From an optimization exercise on the open Yosys and OpenROAD flow, aimed at small area; shortcuts taken in it are not production practice. No run shown here included a check of the RTL's function; only the layout flow was run. Power is estimated from default activity; no workload was simulated.

### flow/config.mk
export PLATFORM = sky130hd
export DESIGN_NAME = Median_Filter
export DESIGN_NICKNAME = Median_Filter
export VERILOG_FILES = /design/flow/design.v
export SDC_FILE = /design/flow/constraint.sdc
export NUM_CORES = 4
export LEC_CHECK = 0
export CAP_MARGIN = 20
export CORE_MARGIN = 2
export CORE_UTILIZATION = 40
export SLEW_MARGIN = 20
### flow/constraint.sdc
create_clock -name core_clock -period 2.8 [get_ports {clk}]
set_input_delay 0.5600 -clock core_clock [delete_from_list [all_inputs] [get_ports {clk}]]
set_output_delay 0.5600 -clock core_clock [all_outputs]
set_load 0.01 [all_outputs]
### flow/design.v
module Ascending_Sorter_3inputs_8bits(
    output wire [2:0] sel_min,    
    output wire [2:0] sel_mid,
    output wire [2:0] sel_max,
    input  wire       xab, xbc, xac
);
    assign sel_min = { ~xac & ~xbc,  ~xab &  xbc,  xab &  xac };
    assign sel_max = {  xac &  xbc,   xab & ~xbc, ~xab & ~xac };
    assign sel_mid = {  xac ^  xbc, ~(xab ^ xbc),  xab ^  xac };
endmodule
module Le_8bits(output wire le, input wire [7:0] a, input wire [7:0] b);
    wire [8:0] br;
    assign br[0] = 1'b0;
    genvar i;
    generate
        for (i = 0; i < 8; i = i + 1) begin : g
            assign br[i+1] = (a[i] & ~b[i]) | (a[i] & br[i]) | (~b[i] & br[i]);
        end
    endgenerate
    assign le = ~br[8];
endmodule
module Sel3_8bits(output wire [7:0] y, input wire [2:0] s,
                  input wire [7:0] a, input wire [7:0] b, input wire [7:0] c);
    assign y = ({8{s[0]}} & a) | ({8{s[1]}} & b) | ({8{s[2]}} & c);
endmodule
module Median_Finder_9inputs_8bits(
    output wire [7:0] med,
    input  wire [7:0] x, y, z
);
    wire xy, yz, xz;
    wire [2:0] smin, smid, smax;
    Le_8bits Cxy(.le(xy), .a(x), .b(y));
    Le_8bits Cyz(.le(yz), .a(y), .b(z));
    Le_8bits Cxz(.le(xz), .a(x), .b(z));
    Ascending_Sorter_3inputs_8bits Ord(.sel_min(smin), .sel_mid(smid), .sel_max(smax),
                                       .xab(xy), .xbc(yz), .xac(xz));
    Sel3_8bits Mux(.y(med), .s(smid), .a(x), .b(y), .c(z));
endmodule
module Median_Filter #(
    parameter WIDTH  = 32,
    parameter HEIGHT = 24
)(
    output wire [7:0] median_pixel,
    output wire       out_valid,
    input  wire [7:0] pixel_in,
    input  wire       in_valid,
    input  wire       rst,
    input  wire       clk
);
    localparam N = 2 * WIDTH + 2;
    reg  [7:0] sr [0:N-1];
    integer i;
    always @(posedge clk)
        if (in_valid) begin
            sr[0] <= pixel_in;
            for (i = 1; i < N; i = i + 1) sr[i] <= sr[i-1];
        end
    reg  [$clog2(WIDTH)-1:0]  col;
    reg  [$clog2(HEIGHT)-1:0] row;
    reg                       primed;    
    reg                       valid1;
    wire last_col = (col == WIDTH - 1);
    always @(posedge clk) begin
        if (rst) begin
            col    <= 0;
            row    <= 0;
            primed <= 1'b0;
            valid1 <= 1'b0;
        end else begin
            valid1 <= in_valid & primed;
            if (in_valid) begin
                col <= col + 1'b1;
                if (last_col) row <= (row == HEIGHT - 1) ? 0 : row + 1'b1;
                if (row == 1 && col == 0) primed <= 1'b1;
            end
        end
    end
    wire c0    = (col == 0);
    wire lmask = (col == 1);            
    wire rmask = c0;                    
    wire r0    = (row == 0);
    wire r1    = (row == 1);
    wire r2    = (row == 2);
    wire ptop  = r1;
    wire pbot  = r0;
    wire wtop  = c0 ? r2 : r1;
    wire wbot  = c0 ? r1 : r0;
    wire [7:0] pa = sr[2*WIDTH-1], pb = sr[WIDTH-1], pc = pixel_in;
    wire le_ab, le_bc, le_ac;
    Le_8bits Cab(.le(le_ab), .a(pa), .b(pb));
    Le_8bits Cbc(.le(le_bc), .a(pb), .b(pc));
    Le_8bits Cac(.le(le_ac), .a(pa), .b(pc));
    wire pxab = ptop | le_ab;
    wire pxbc = ~pbot & le_bc;
    wire pxac = ptop | (~pbot & le_ac);
    reg  [2:0] mx, lx;
    always @(posedge clk)
        if (in_valid) begin
            mx <= {pxac, pxbc, pxab};
            lx <= mx;
        end
    wire [2:0] ps_min, ps_mid, ps_max, ms_min, ms_mid, ms_max, ls_min, ls_mid, ls_max;
    Ascending_Sorter_3inputs_8bits OP(.sel_min(ps_min), .sel_mid(ps_mid), .sel_max(ps_max),
                                      .xab(pxab), .xbc(pxbc), .xac(pxac));
    Ascending_Sorter_3inputs_8bits OM(.sel_min(ms_min), .sel_mid(ms_mid), .sel_max(ms_max),
                                      .xab(mx[0]), .xbc(mx[1]), .xac(mx[2]));
    Ascending_Sorter_3inputs_8bits OL(.sel_min(ls_min), .sel_mid(ls_mid), .sel_max(ls_max),
                                      .xab(lx[0]), .xbc(lx[1]), .xac(lx[2]));
    wire [7:0] p_min, p_mid, p_max, m_min, m_mid, m_max, l_min, l_mid, l_max;
    Sel3_8bits SPn(.y(p_min), .s(ps_min & {~pbot, 1'b1, ~ptop}), .a(pa), .b(pb), .c(pc));
    Sel3_8bits SPd(.y(p_mid), .s(ps_mid), .a(pa), .b(pb), .c(pc));
    Sel3_8bits SPx(.y(p_max), .s(ps_max), .a(pa), .b(pb), .c(pc));
    Sel3_8bits SMn(.y(m_min), .s(ms_min & {~wbot, 1'b1, ~wtop}),
                   .a(sr[2*WIDTH]), .b(sr[WIDTH]), .c(sr[0]));
    Sel3_8bits SMd(.y(m_mid), .s(ms_mid), .a(sr[2*WIDTH]), .b(sr[WIDTH]), .c(sr[0]));
    Sel3_8bits SMx(.y(m_max), .s(ms_max), .a(sr[2*WIDTH]), .b(sr[WIDTH]), .c(sr[0]));
    Sel3_8bits SLn(.y(l_min), .s(ls_min & {~wbot, 1'b1, ~wtop}),
                   .a(sr[2*WIDTH+1]), .b(sr[WIDTH+1]), .c(sr[1]));
    Sel3_8bits SLd(.y(l_mid), .s(ls_mid), .a(sr[2*WIDTH+1]), .b(sr[WIDTH+1]), .c(sr[1]));
    Sel3_8bits SLx(.y(l_max), .s(ls_max), .a(sr[2*WIDTH+1]), .b(sr[WIDTH+1]), .c(sr[1]));
    wire n_mp, n_lp, d_mp, d_lp, x_mp, x_lp;
    Le_8bits Cn1(.le(n_mp), .a(m_min), .b(p_min));
    Le_8bits Cn2(.le(n_lp), .a(l_min), .b(p_min));
    Le_8bits Cd1(.le(d_mp), .a(m_mid), .b(p_mid));
    Le_8bits Cd2(.le(d_lp), .a(l_mid), .b(p_mid));
    Le_8bits Cx1(.le(x_mp), .a(m_max), .b(p_max));
    Le_8bits Cx2(.le(x_lp), .a(l_max), .b(p_max));
    reg n_lm, d_lm, x_lm;
    always @(posedge clk)
        if (in_valid) begin
            n_lm <= n_mp;
            d_lm <= d_mp;
            x_lm <= x_mp;
        end
    wire [2:0] nmin, nmid, nmax, dmin, dmid, dmax, xmin, xmid, xmax;
    Ascending_Sorter_3inputs_8bits ON(.sel_min(nmin), .sel_mid(nmid), .sel_max(nmax),
        .xab(lmask | n_lm), .xbc(~rmask & n_mp), .xac(lmask | (~rmask & n_lp)));
    Ascending_Sorter_3inputs_8bits OD(.sel_min(dmin), .sel_mid(dmid), .sel_max(dmax),
        .xab(lmask | d_lm), .xbc(~rmask & d_mp), .xac(lmask | (~rmask & d_lp)));
    Ascending_Sorter_3inputs_8bits OX(.sel_min(xmin), .sel_mid(xmid), .sel_max(xmax),
        .xab(lmask | x_lm), .xbc(~rmask & x_mp), .xac(lmask | (~rmask & x_lp)));
    wire [7:0] max_of_min, mid_of_mid, min_of_max;
    Sel3_8bits SN(.y(max_of_min), .s(nmax), .a(l_min), .b(m_min), .c(p_min));
    Sel3_8bits SD(.y(mid_of_mid), .s(dmid), .a(l_mid), .b(m_mid), .c(p_mid));
    Sel3_8bits SX(.y(min_of_max), .s(xmin & {~rmask, 1'b1, ~lmask}),
                  .a(l_max), .b(m_max), .c(p_max));
    reg [7:0] s_x, s_y, s_z;
    always @(posedge clk) begin
        s_x <= max_of_min;
        s_y <= mid_of_mid;
        s_z <= min_of_max;
    end
    Median_Finder_9inputs_8bits Kernel(.med(median_pixel), .x(s_x), .y(s_y), .z(s_z));
    assign out_valid = valid1;
endmodule
### flow/run.sh
#!/bin/bash
# synth_recipe.tcl (not shown) runs the flow's synth.tcl, then flattens the netlist and writes it again
# the make line also repeats each setting of config.mk as NAME=value (left out here)
make -C /OpenROAD-flow-scripts/flow DESIGN_CONFIG=/design/flow/config.mk WORK_HOME=/design/flow/orfs CLKGATE_MAP_FILE= SYNTH_SCRIPT=/design/flow/synth_recipe.tcl finish
==> impl_results.md, run 1 <==
- Primary FF master, synth: edfxtp_1
- Mux share of post-synthesis cell area: 0.2460%
- Final hold vios: 0
- Post-Syn Nets: 1201
- Clock Tree Buf Depth: 3
- Die Area: 0.05397 mm2
- WS Path Type: flop to flop
- RSZ-0062 raised after global routing: true
- Initial core utilization: 40.56%
- Hold buffers post-CTS: 0
- Xor/xnor share of the synthesized area: 0.3720%
- Grt total ovfl: 0
- Synth async-reset ratio: 0%
- IO Count: 20
- Layout cells sized above 1: 34.37%
- Num CTS Buffers: 56
- Crit start category: flop
- Worst min path class: input port to flop
- Die Width: 232.3 um
- Layout net count: 1566
- Htree depth: 2
- Placed cell count: 2118
- Tot GR Track Use: 16.49%
- Clock Latency Late Sink: 630 ps
- Root Buffer: clkbuf_16
- Residual DRC count: 0
- Max_cap viols: 0
- Status: complete, but fails checks
- Routed WL: 44180 um
- CTS tree: built
- Final count of pins violating max slew: 0
- Post-synth EDFFs: 537
- Final TNS setup: -81840 ps
- Commonest cells after routing, fill and taps aside: edfxtp_1, buf_4, nand2_1
- Layout check faults: negative setup slack
- DR WL/cell: 19.62 um
- Synth warnings: 3
- Required @ worst endpoint: 3340 ps
- Post-synth cell types: 68
- Iteration-0 DRC Markers: 1230
- Vias: 11510
- Vias per Instance: 5.111
- Setup ws final: -2928 ps
- Tightest Pin Transition: 769.2 ps
- Core ar.: 0.05141 mm2
- Main combinational cell family by area after synthesis: compound AO/OA/AOI/OAI gates
- Placer Congestion: 0.9523
- Syn Area/Cell: 17.91 um2
- Cells after Synth: 1164
- Slew HR: 48.72%
- Area growth syn-to-layout: 27.94%
- Clock sink total: 573
- Max VDD drop: 566.1 uV
- Flops & latches, synth: 573
- Reg clk slew, reported paths: 70 ps
- Vias in the first global route: 11270
- Adder and majority gate portion of the synthesized area: 3.744%
- Initial antenna violation count: 1
- Setup crit end kind: flop
- Synth Cell Area: 0.02085 mm2
- Compound-Gate Fraction of Synth Area: 7.831%
- Synthesized-area fraction occupied by and/or/nand/nor cells: 5.269%
- IO Port Bufs: 19
- Post-layout min period: 5728 ps
- Worst Skew: 35.77 ps
- Final Cycle Share: 204.6%
- Setup violations, final: 38
- Final Non-Filler Cells: 2252
- # fillers: 4202
- Global-route wire length before repair: 67200 um
- Pin count of the biggest net entering global routing: 143
- Row count: 83
- Post-synthesis sequential area ratio: 80.79%
- Fmax: 174.6 MHz
- Cell area after layout: 0.02668 mm2
- P per Cell Area: 774.3 mW/mm2
- P_leak: 9.831 nW
- Commonest non-fill, non-tap cell in the layout: edfxtp_1
- Placed cell area: 0.02408 mm2
- Post-DP HPWL: 29430 um
- CP arrival: 6270 ps
- DRT antenna net count: 0
- Die H: 232.3 um
- CP max FO: 8
- TritonRoute pass-1 iters: 9
[through the flow]
stage	hold slack [ps]	util, %	setup WS, ps	power [mW]
floorplan	400.3	-	-3058	11.34
global placement	401.2	46.84	-3700	12.67
detailed placement	404.5	46.84	-3731	12.70
CTS	289.9	51.39	-2913	20.82
global route	318.2	51.89	-3152	21.47
finish	313.8	51.89	-2928	20.66
[cells by family after synthesis]
group           Yosys count
mux                       5
buf+inv                  91
compound gates          206
fa+ha+maj                70
flops                   573
simple gates            211
xor+xnor                  8
[cells in the mapped netlist, drive strengths merged (14+ instances only)]
master	n	area (um2)
and2	20	125.1
dfxtp	36	720.7
nor2	37	146.4
a222oi	48	480.5
edfxtp	537	16130
and3	14	87.58
maj3	44	455.4
inv	58	217.7
a22oi	23	172.7
nand2	73	274.0
clkbuf	26	100.1
ha	26	325.3
a21oi	23	115.1
o21ai	20	103.9
[power breakdown]
part           switching [mW]  leakage [nW]  internal, mW
Clock                    3.14         0.922          4.59
Combinational            1.37          3.35          1.32
Sequential              0.261          5.55          9.97
Total                    4.77          9.83          15.9
[repair_timing]
action / CTS / global route
pin swaps: 41 / 44
buffers inserted: 26 / 13
endpoints found under the setup margin: 38 / 38
resized for setup: 94 / 52
cloned: 0 / 0
[final timing paths]
check	startpoint	end	slack, ps	cells past startpoint
setup reg to reg	sr[63][1]	s_z[3]	-2930	22
hold reg to reg	sr[26][5]	sr[27][5]	410	0
setup / recovery	sr[63][1]	s_z[3]	-2930	22
hold / removal	in_valid	valid1	310	3
[critical path: stages (launching register included)]
cell and delay [ps]:
edfxtp_1 440, inv_2 70, maj3_2 310, maj3_2 300
maj3_2 290, maj3_2 290, maj3_2 300, maj3_2 300
o21ai_1 120, a21boi_2 200, o21ai_2 70, ha_2 200
a222oi_1 350, buf_4 210, inv_4 40, maj3_2 300
maj3_2 310, maj3_2 310, maj3_2 330, nor2_4 100
nor2_1 50, or4_4 510, o221ai_2 220
[flip-flops by register name, indices dropped and copies added (netlist names)]
signal	flops
valid1	1
mx	3
s_z	8
x_lm	1
n_lm	1
s_y	8
col	5
lx	3
row	5
primed	1
d_lm	1
sr	528
s_x	8
[final cells by class]
cell class | instances | area (um2) | share of cell area [%]
antenna | 1 | 2.502 | 0.009380
clock buffer | 71 | 1478 | 5.539
inverter | 58 | 220.2 | 0.8255
timing repair buffer | 340 | 2706 | 10.14
tap | 680 | 850.8 | 3.189
multi-input combinational | 500 | 4136 | 15.51
sequential | 573 | 16850 | 63.16
clock inverter | 29 | 434.2 | 1.628
[metal layers]
metal,global-route usage (%),up-vias,part of all wire [%]
met2,24.09,311,43
li1,-,5384,-
met3,2.542,89,4.3
met1,24.32,5727,48
met4,7.512,0,4.4
met5,0,-,0
==> run 2: changes to the inputs <==
--- a/flow/design.v
+++ b/flow/design.v
@@ -10,13 +10,19 @@
 endmodule
 module Le_8bits(output wire le, input wire [7:0] a, input wire [7:0] b);
-    wire [8:0] br;
-    assign br[0] = 1'b0;
+    wire [7:0] l1 = ~a & b, g1 = a & ~b;
+    wire [3:0] l2, g2;
+    wire [1:0] l4, g4;
     genvar i;
     generate
-        for (i = 0; i < 8; i = i + 1) begin : g
-            assign br[i+1] = (a[i] & ~b[i]) | (a[i] & br[i]) | (~b[i] & br[i]);
+        for (i = 0; i < 4; i = i + 1) begin : t2
+            assign l2[i] = l1[2*i+1] | (~g1[2*i+1] & l1[2*i]);
+            assign g2[i] = g1[2*i+1] | (~l1[2*i+1] & g1[2*i]);
+        end
+        for (i = 0; i < 2; i = i + 1) begin : t4
+            assign l4[i] = l2[2*i+1] | (~g2[2*i+1] & l2[2*i]);
+            assign g4[i] = g2[2*i+1] | (~l2[2*i+1] & g2[2*i]);
         end
     endgenerate
-    assign le = ~br[8];
+    assign le = ~(g4[1] | (~l4[1] & g4[0]));
 endmodule
 module Sel3_8bits(output wire [7:0] y, input wire [2:0] s,
==> run 2 against run 1 <==
First-iteration DRC count decreased by 1.3%. Critical path depth increased by 1. Synthesized cell count increased by 3.3%. Still fails the layout checks on negative setup slack. Largest power group unchanged. Via count increased by 4.4%.
==> impl_results.md, run 2 <==
- DR WL/cell: 20.71 um (was 19.62 um)
- Reg2reg start: sr[63][0] (was sr[63][1])
- WS Path Type: flop to flop (unchanged)
- Layout cells sized above 1: 30.76% (was 34.37%)
- Worst-case reg-to-reg path depth: 23 (was 22)
- Post-Syn Nets: 1239 (was 1201)
- Layout check faults: negative setup slack (unchanged)
- Clock sink total: 573 (unchanged)
- Row count: 84 (was 83)
- Root Buffer: clkbuf_16 (unchanged)
- Cells after Synth: 1202 (was 1164)
- Commonest non-fill, non-tap cell in the layout: edfxtp_1 (unchanged)
- Post-synth EDFFs: 537 (unchanged)
- P_leak: 9.820 nW (was 9.831 nW)
- TritonRoute pass-1 iters: 7 (was 9)
- Top-count cell post-synth: edfxtp_1 (unchanged)
- Status: complete, but fails checks (unchanged)
- Synth warnings: 3 (unchanged)
- Hold path endpoint: sr[14][6] (was valid1)
- Clock Latency Late Sink: 610 ps (was 630 ps)
- RSZ-0062 raised after global routing: true (unchanged)
- Syn Area/Cell: 17.52 um2 (was 17.91 um2)
- Hold slack final: 368.9 ps (was 313.8 ps)
- Initial core utilization: 40.24% (was 40.56%)
- Htree depth: 2 (unchanged)
- CTS tree: built (unchanged)
- Final Util: 50.86% (was 51.89%)
- Clock Tree Buf Depth: 3 (unchanged)
- Placed cell area: 0.02450 mm2 (was 0.02408 mm2)
- Max_cap viols: 0 (unchanged)
- CP max FO: 16 (was 8)
- Reg clk slew, reported paths: 60 ps (was 70 ps)
- Final Cycle Share: 193.7% (was 204.6%)
- Synth Cell Area: 0.02106 mm2 (was 0.02085 mm2)
- Setup crit end kind: flop (unchanged)
- Routed WL: 47320 um (was 44180 um)
- Residual DRC count: 0 (unchanged)
- DRT antenna net count: 0 (unchanged)
- Primary FF master, synth: edfxtp_1 (unchanged)
- Pin count of the biggest net entering global routing: 98 (was 143)
- Num CTS Buffers: 56 (unchanged)
- Largest cells by area after synthesis: edfxtp_1, dfxtp_1, a222oi_1 (unchanged)
- CP arrival: 5910 ps (was 6270 ps)
- Fmax: 184.4 MHz (was 174.6 MHz)
- Required @ worst endpoint: 3280 ps (was 3340 ps)
- Most flop-heavy register: sr (unchanged)
- Post-DP HPWL: 31810 um (was 29430 um)
- Sequential cell area: 0.01685 mm2 (unchanged)
- Crit start category: flop (unchanged)
- P per Cell Area: 758.3 mW/mm2 (was 774.3 mW/mm2)
- Placer Congestion: 0.9731 (was 0.9523)
- Hold depth: 1 (was 3)
- Hold buffers post-CTS: 0 (unchanged)
- Top-area cell type share of the netlist area: 76.55% (was 77.34%)
- Die Area: 0.05451 mm2 (was 0.05397 mm2)
- Synth async-reset ratio: 0% (unchanged)
- Setup violations, final: 36 (was 38)
- Vias: 12020 (was 11510)
- Cell area after layout: 0.02662 mm2 (was 0.02668 mm2)
- IO Port Bufs: 19 (unchanged)
- Tot GR Track Use: 17.57% (was 16.49%)
- Worst Hold Launch: in_valid (unchanged)
- Synth cell count leaders: edfxtp_1, nand2_1, inv_1 (unchanged)
- Iteration-0 DRC Markers: 1214 (was 1230)
- Area occupied by multi-input gates: 0.004232 mm2 (was 0.004136 mm2)
- Cell taking the most area after synthesis: edfxtp_1 (unchanged)
- Post-synth cell types: 69 (was 68)
- Register-to-register setup slack: -2620 ps (was -2930 ps)
- Area growth syn-to-layout: 26.37% (was 27.94%)
- Worst Skew: 21.87 ps (was 35.77 ps)
- Max VDD drop: 589.8 uV (was 566.1 uV)
- Die Width: 233.5 um (was 232.3 um)
- Final hold vios: 0 (unchanged)
- IO Count: 20 (unchanged)
- Commonest cells after routing, fill and taps aside: edfxtp_1, buf_4, nand2_1 (unchanged)
- Flops & latches, synth: 573 (unchanged)
- Setup ws final: -2624 ps (was -2928 ps)
- Max FFs per register: 528 (unchanged)
- Tightest Pin Transition: 738.4 ps (was 769.2 ps)
- Tot Pwr: 20.19 mW (was 20.66 mW)
- Layout net count: 1587 (was 1566)
- Vias per Instance: 5.260 (was 5.111)
- Post-synthesis sequential area ratio: 79.98% (was 80.79%)
- Global-route wire length before repair: 71410 um (was 67200 um)
- Grt total ovfl: 0 (unchanged)
- Post-layout min period: 5424 ps (was 5728 ps)
- Vias in the first global route: 11700 (was 11270)
- # fillers: 4333 (was 4202)
- Worst reg2reg endpoint: s_y[5] (was s_z[3])
- Core ar.: 0.05234 mm2 (was 0.05141 mm2)
- Slew HR: 50.77% (was 48.72%)
- Final count of pins violating max slew: 0 (unchanged)
- Initial antenna violation count: 5 (was 1)
- Worst min path class: input port to flop (unchanged)
- Die H: 233.5 um (was 232.3 um)
-- run 2: where the power goes --
| group | internal [mW] | total, mW | switching [mW] |
|---|---|---|---|
| clock network | 3.98 | 7.15 | 3.17 |
| logic | 1.34 | 2.79 | 1.45 |
| registers | 9.97 | 10.2 | 0.273 |
-- run 2: stage by stage --
stage | setup WS, ps | instances | setup TNS [ps]
after floorplan | -2697 | 1202 | -67910
after global placement | -3232 | 2164 | -93470
after detailed placement | -3298 | 2164 | -95040
after CTS | -2653 | 2280 | -76290
after global routing | -2852 | 2284 | -84050
final | -2624 | 2285 | -77080
-- run 2: cells by family after synthesis --
logic type               after synthesis  share of synthesized area, %
adder cells (fa/ha/maj)               56                         2.982
multiplexers                          10                        0.4752
buffers and inverters                 95                         1.847
AND/OR/NAND/NOR                      234                         5.619
AO/OA/AOI/OAI                        225                         8.726
XOR/XNOR                               9                        0.3742
flip-flops                           573                         79.98
-- run 2: worst max-delay path, cell delays in order (launching register included) --
cell	delay, ps
edfxtp_1	400
inv_2	50
o21ai_2	130
a22oi_2	90
maj3_2	300
maj3_2	290
maj3_2	300
maj3_2	290
maj3_2	300
maj3_2	340
a21oi_4	220
ha_4	250
a222oi_1	290
buf_4	210
inv_2	40
maj3_2	320
o221ai_2	70
a21oi_1	90
o31a_1	290
a211oi_2	200
buf_6	200
o41ai_2	100
buf_4	180
a221o_1	340
-- run 2: layout make-up --
cell class,count,area share [%]
Antenna cell,1,0.009401
Timing Repair Buffer,331,10.17
Tap cell,688,3.234
Clock inverter,42,1.288
Inverter,54,0.7615
Multi-Input combinational cell,534,15.90
Sequential cell,573,63.30
Clock buffer,62,5.349
-- run 2: routing by layer --
metal / track usage, % / part of all wire, % / up-vias
met1: 26.11 / 47 / 6022
met2: 25.71 / 43 / 383
li1: - / - / 5498
met5: 0 / 0.063 / -
met4: 6.606 / 3.5 / 4
met3: 3.247 / 6.5 / 112
-- run 2: what timing repair did --
item / CTS / global route
setup buffers: 12 / 7
endpoints found under the setup margin: 37 / 37
gates cloned: 0 / 0
pin swaps: 25 / 40
resized for setup: 59 / 35
-- run 2: how the worst max path moves through the flow --
| stage | from | endpoint | slack [ps] |
|---|---|---|---|
| after floorplan | pixel_in[0] | s_y[6] | -2700 |
| after global placement | pixel_in[1] | s_z[5] | -3230 |
| after detailed placement | pixel_in[0] | s_y[4] | -3300 |
| after CTS | sr[63][0] | s_y[6] | -2650 |
| after global routing | sr[63][0] | s_y[6] | -2850 |
| final | sr[63][0] | s_y[5] | -2620 |

separate check: timing with driven ports:
In the flow no input, the clock included, has a driving cell. The finished layouts below were timed again as built, in two steps.
Step 1 sets driving cells, clkbuf_16 on the clock port and buf_2 on the other inputs (assumed; they add their load-dependent delay and slew).
Step 2 adds t to the input delays and takes it off the output delays; t is the mean of the earliest and latest rising clock arrival at the registers after step 1. Input paths then give back, and output paths get back, about the clock's delay inside the block.
Slacks: ideal / step 1 / step 2; pairs: ideal / step 1.
run | shift t [ns] | setup WS [ns] | worst setup path at the end | cell pins on the clock port's net
run 1 | 0.671 | -2.928 / -2.928 / -3.355 | input to register | 1
run 2 | 0.657 | -2.624 / -2.624 / -3.138 | input to register | 1
The setup slack of run 2, which loses most, moves by 0.000 ns with the drivers and by -0.514 ns with both steps.
